This design comes from an exercise in tuning for small area, a short achievable clock period and few clock cycles on the open sky130 flow, not from production work. Where RTL was checked, it was by simulation tests only, not by an equivalence proof against the original. Power is estimated from default activity; no workload was simulated.

## ysyx_22050612_divider
module ysyx_22050612_divider(
	input clk,
	input rst,
	input div_valid,
	input flush,
	input divw,
	input div_signed,
	input [63:0]dividend,
	input [63:0]divisor,
	output div_ready,
	output out_valid,
	output [63:0]quotient,
	output [63:0]remainder
);
Size: ~410 flip-flops.
clock: 10.0 ns
lec_check: 0
cap_margin: 20
core_margin: 2
core_utilization: 40
slew_margin: 20
standard.sh (not shown) runs the stock make flow with config.mk's settings and CLKGATE_MAP_FILE= SYNTH_SCRIPT=/design/flow/synth_recipe.tcl, a recipe that flattens the netlist after the stock synthesis.
==> flow/flow/run.sh <==
#!/bin/bash
set -euo pipefail
export SETUP_SLACK_MARGIN=6.5
bash standard.sh > standard.log 2>&1
The baseline passed the timing, design-rule and antenna checks.
Testbench counts at the start, summed over its fixed seeds: cycles 3,811.
Then changed:
==> flow/run.sh (new file) <==
#!/bin/bash
# synth_recipe.tcl (not shown) runs the flow's synth.tcl, then flattens the netlist and writes it again
# the make line also repeats each setting of config.mk as NAME=value (left out here)
make -C /OpenROAD-flow-scripts/flow DESIGN_CONFIG=/design/flow/config.mk WORK_HOME=/design/flow/orfs CLKGATE_MAP_FILE= SYNTH_SCRIPT=/design/flow/synth_recipe.tcl finish
Settings changed: ABC_AREA set to 1, SETUP_SLACK_MARGIN set to 5.
removed: flow/flow/run.sh
removed: flow/standard.sh
Wire length went up by 14%.
Clock power is about the same.
Cell area went down by 6.1%.
Sequential cell count does not change.
Via count grows by 14%.
Total power came out lower by 9.0%.
Worst setup slack improved by 0.065 ns.
Count of clock-buffer cells in the layout goes up by 4.
Register-to-register slack improves by 0.07 ns.
Then changed:
Settings changed: ABC_AREA 1 to not set.
Die area shrinks by 7.0%.
Global-route usage shrinks by 6.5 points.
Synthesized cell count shrinks by 26%.
First-iteration DRC count shrinks by 22%.
Worst setup slack gets worse by 0.046 ns.
Via count shrinks by 19%.
Count of clock-buffer cells in the layout shrinks by 10.
Critical path depth grows by 2.
Wire length shrinks by 23%.

* * *

Setup of run 1:
ysyx_22050612_divider, a different RTL version from the one above (not shown whole).
Size in the first run: about 4700 cells after synthesis, roughly 260 I/O pins, ~40000 um2 of cells after synthesis.
export LEC_CHECK = 0
export CAP_MARGIN = 20
export CORE_MARGIN = 2
export CORE_UTILIZATION = 40
export SLEW_MARGIN = 20
create_clock -name core_clock -period 10.0 [get_ports {clk}]
==> flow/flow/run.sh <==
#!/bin/bash
set -euo pipefail
export SETUP_SLACK_MARGIN=5.95
bash standard.sh > standard.log 2>&1
Having completed the whole flow, run 1 delivered a layout that passed the timing, design-rule and antenna checks.
Testbench counts of run 1, summed over its fixed seeds: cycles 3,812.
The inputs of run 2 differ from those of run 1 as listed below.
- SETUP_SLACK_MARGIN: unset -> 5
==> flow/run.sh (new file) <==
#!/bin/bash
# synth_recipe.tcl (not shown) runs the flow's synth.tcl, then flattens the netlist and writes it again
# the make line also repeats each setting of config.mk as NAME=value (left out here)
make -C /OpenROAD-flow-scripts/flow DESIGN_CONFIG=/design/flow/config.mk WORK_HOME=/design/flow/orfs CLKGATE_MAP_FILE= SYNTH_SCRIPT=/design/flow/synth_recipe.tcl finish
removed: flow/flow/run.sh
removed: flow/standard.sh
- Against run 1 as the reference, run 2 delivers a lower data required time of the critical path.
- Run 2: full flow OK, the timing, design-rule and antenna checks passed
- Run 1 → run 2: leakage power of the design moved down; critical path depth dropped 10; cell area lost 8700 um2; via count decreased by 9.4% relative to the old numbers.
- Total of endpoints with negative setup slack in the final report came out exactly the same in run 2 and run 1.
- Sort run 2 and run 1 by critical path data arrival time, descending, and run 1 comes first.
- Looking at setup slack across both flows, run 2 is the weaker of the two, with run 1 ahead.
- On run 2: final estimated routing congestion in global placement is 0.026 lower than what run 1 gave.
- Compared with run 1, run 2 shows a clock network fraction of total power that is 4.7 points higher.
The inputs of run 3 differ from those of run 2 as listed below.
- a deleted SETUP_SLACK_MARGIN that had been 5
==> flow/flow/run.sh (new file) <==
#!/bin/bash
set -euo pipefail
export SETUP_SLACK_MARGIN=6.2
bash standard.sh > standard.log 2>&1
==> flow/standard.sh (new file) <==
#!/bin/bash
# synth_recipe.tcl (not shown) runs the flow's synth.tcl, then flattens the netlist and writes it again
# the make line also repeats each setting of config.mk as NAME=value (left out here)
make -C /OpenROAD-flow-scripts/flow DESIGN_CONFIG=/design/flow/config.mk WORK_HOME=/design/flow/orfs CLKGATE_MAP_FILE= SYNTH_SCRIPT=/design/flow/synth_recipe.tcl "${@:-finish}"
removed: flow/run.sh
--- outcome ---
Changes observed in run 3 relative to run 2: relative contribution of combinational cells to total power higher, area fraction in and, or, nand and nor cells after synthesis roughly the same.
In run 3 the post-layout minimum cycle time turned out 600 ps lower than in run 2.
Run comparison: run 2 type of the worst setup path reg2out; run 3 type of the worst setup path reg2reg
Relative to run 3, the following input files were edited for run 4:
- an added SETUP_SLACK_MARGIN of 5
- an added PLACE_DENSITY of 0.8
==> flow/run.sh (new file) <==
#!/bin/bash
# synth_recipe.tcl (not shown) runs the flow's synth.tcl, then flattens the netlist and writes it again
# the make line also repeats each setting of config.mk as NAME=value (left out here)
make -C /OpenROAD-flow-scripts/flow DESIGN_CONFIG=/design/flow/config.mk WORK_HOME=/design/flow/orfs CLKGATE_MAP_FILE= SYNTH_SCRIPT=/design/flow/synth_recipe.tcl finish
removed: flow/flow/run.sh
removed: flow/standard.sh
[summary]
Per the comparison of run 4 with run 3, power share of the combinational group moved down, relative contribution of sequential cells to total power moved up, register-to-register slack moved down, count of routing violations after the opening detailed-route iteration level.
The inputs of run 5 differ from those of run 4 as listed below.
- removing SETUP_SLACK_MARGIN (formerly 5)
- removing PLACE_DENSITY (formerly 0.8)
==> flow/flow/run.sh (new file) <==
#!/bin/bash
set -euo pipefail
export SETUP_SLACK_MARGIN=5.5
bash standard.sh > standard.log 2>&1
==> flow/standard.sh (new file) <==
#!/bin/bash
# synth_recipe.tcl (not shown) runs the flow's synth.tcl, then flattens the netlist and writes it again
# the make line also repeats each setting of config.mk as NAME=value (left out here)
make -C /OpenROAD-flow-scripts/flow DESIGN_CONFIG=/design/flow/config.mk WORK_HOME=/design/flow/orfs CLKGATE_MAP_FILE= SYNTH_SCRIPT=/design/flow/synth_recipe.tcl "${@:-finish}"
removed: flow/run.sh
- The clock slew at the register clock pins of the worst setup and hold paths was comparable across run 5 and run 4.
- Final wirelength: run 5 vs run 4 up about 6.4%
- Critical path depth is higher on run 4
- Post-layout minimum cycle time, run 5 and run 4, higher one = run 4.
- Going from run 4 to run 5, the worst setup slack was found to have gone up by 610 ps.

* * *

== run A ==
Another version of the RTL of ysyx_22050612_divider (not shown whole).
For scale: roughly 260 I/O pins, ~0.026 mm^2 of cells after synthesis.
==> flow/config.mk <==
export PLATFORM = sky130hd
export DESIGN_NAME = ysyx_22050612_divider
export DESIGN_NICKNAME = ysyx_22050612_divider
export VERILOG_FILES = /design/flow/design.v
export SDC_FILE = /design/flow/constraint.sdc
export NUM_CORES = 4
export LEC_CHECK = 0
export ABC_CLOCK_PERIOD_IN_PS = 3000
export CAP_MARGIN = 20
export CORE_MARGIN = 2
export CORE_UTILIZATION = 40
export SETUP_SLACK_MARGIN = 5
export SLEW_MARGIN = 20
==> flow/constraint.sdc <==
create_clock -name core_clock -period 10.0 [get_ports {clk}]
set_input_delay 2.0000 -clock core_clock [delete_from_list [all_inputs] [get_ports {clk}]]
set_output_delay 2.0000 -clock core_clock [all_outputs]
set_load 0.01 [all_outputs]
run.sh (not shown) runs the stock make flow with config.mk's settings and CLKGATE_MAP_FILE= SYNTH_SCRIPT=/design/flow/synth_recipe.tcl, a recipe that flattens the netlist after the stock synthesis.
Stock flow here: none of the scripts above is used.
Run A was carried through to the last stage, and its layout satisfied the timing, design-rule and antenna checks.
Inputs modified between run A and run D:
--- a/flow/config.mk
+++ b/flow/config.mk
@@ -7,3 +7,2 @@
 export LEC_CHECK = 0
-export ABC_CLOCK_PERIOD_IN_PS = 3000
 export CAP_MARGIN = 20
@@ -11,3 +10,2 @@
 export CORE_UTILIZATION = 40
-export SETUP_SLACK_MARGIN = 5
 export SLEW_MARGIN = 20
## What came out
Taking run D over run A, the via count of the first global-routing pass ratio works out to 0.935.
Area overhead of the layout relative to synthesis, run A and run D, lower one = run D.
Footprint of the multi-input gates: run A and run D compared, lower one is run D
Run D ended up with dividend[63] as its startpoint of the worst setup timing path; run A ended up with rem[6].
Final critical path time including I/O delays and setup on run D is behind run A.
Delta (run D minus run A): met2 routed wirelength fell 10%; combinational power now smaller; routed wire length saw a decrease.
No functional check of the RTL was part of any run of this note.

what the ideal ports hide:
No port has a modelled driver above. Below, the same layouts with a new extraction and two added sets of constraints. Step 1, drivers: a clkbuf_16 drives clk and a buf_2 each remaining input, both assumed. Step 2 times the ports against the registers' clock, not the clock port: input delays grow and output delays shrink by t, the midpoint of the rising clock arrivals with the driver on. Slacks: ideal / step 1 / step 2; pairs: ideal / step 1.
run | t, ns | setup WS [ns] | worst hold slack (ns) | pins driven straight from the clock port
the first run of note 1 | 0.699 | 4.910 / 4.910 / 4.637 | 0.575 / 0.575 / 0.575 | 1
the second run of note 1 | 0.718 | 4.975 / 4.975 / 4.264 | 0.513 / 0.513 / 0.513 | 1
the third run of note 1 | 0.724 | 4.929 / 4.929 / 4.421 | 0.539 / 0.539 / 0.539 | 1
run 1 | 0.691 | 5.630 / 5.630 / 5.388 | 0.572 / 0.572 / 0.572 | 1
run 2 | 0.695 | 5.062 / 4.988 / 4.683 | 0.541 / 0.541 / 0.541 | 1
run 3 | 0.709 | 5.659 / 5.659 / 5.584 | 0.575 / 0.575 / 0.575 | 1
run 4 | 0.680 | 4.928 / 4.928 / 4.605 | 0.550 / 0.550 / 0.550 | 1
run 5 | 0.694 | 5.540 / 5.490 / 4.917 | 0.575 / 0.575 / 0.575 | 1
run A | 0.614 | 3.804 / 3.746 / 3.293 | 0.594 / 0.594 / 0.594 | 1
run D | 0.613 | 2.235 / 2.270 / 1.657 | 0.597 / 0.597 / 0.597 | 1
After both steps every run listed still meets setup and hold. The setup slack of the second run of note 1, which loses most, moves by 0.000 ns with the drivers and by -0.711 ns with both steps.
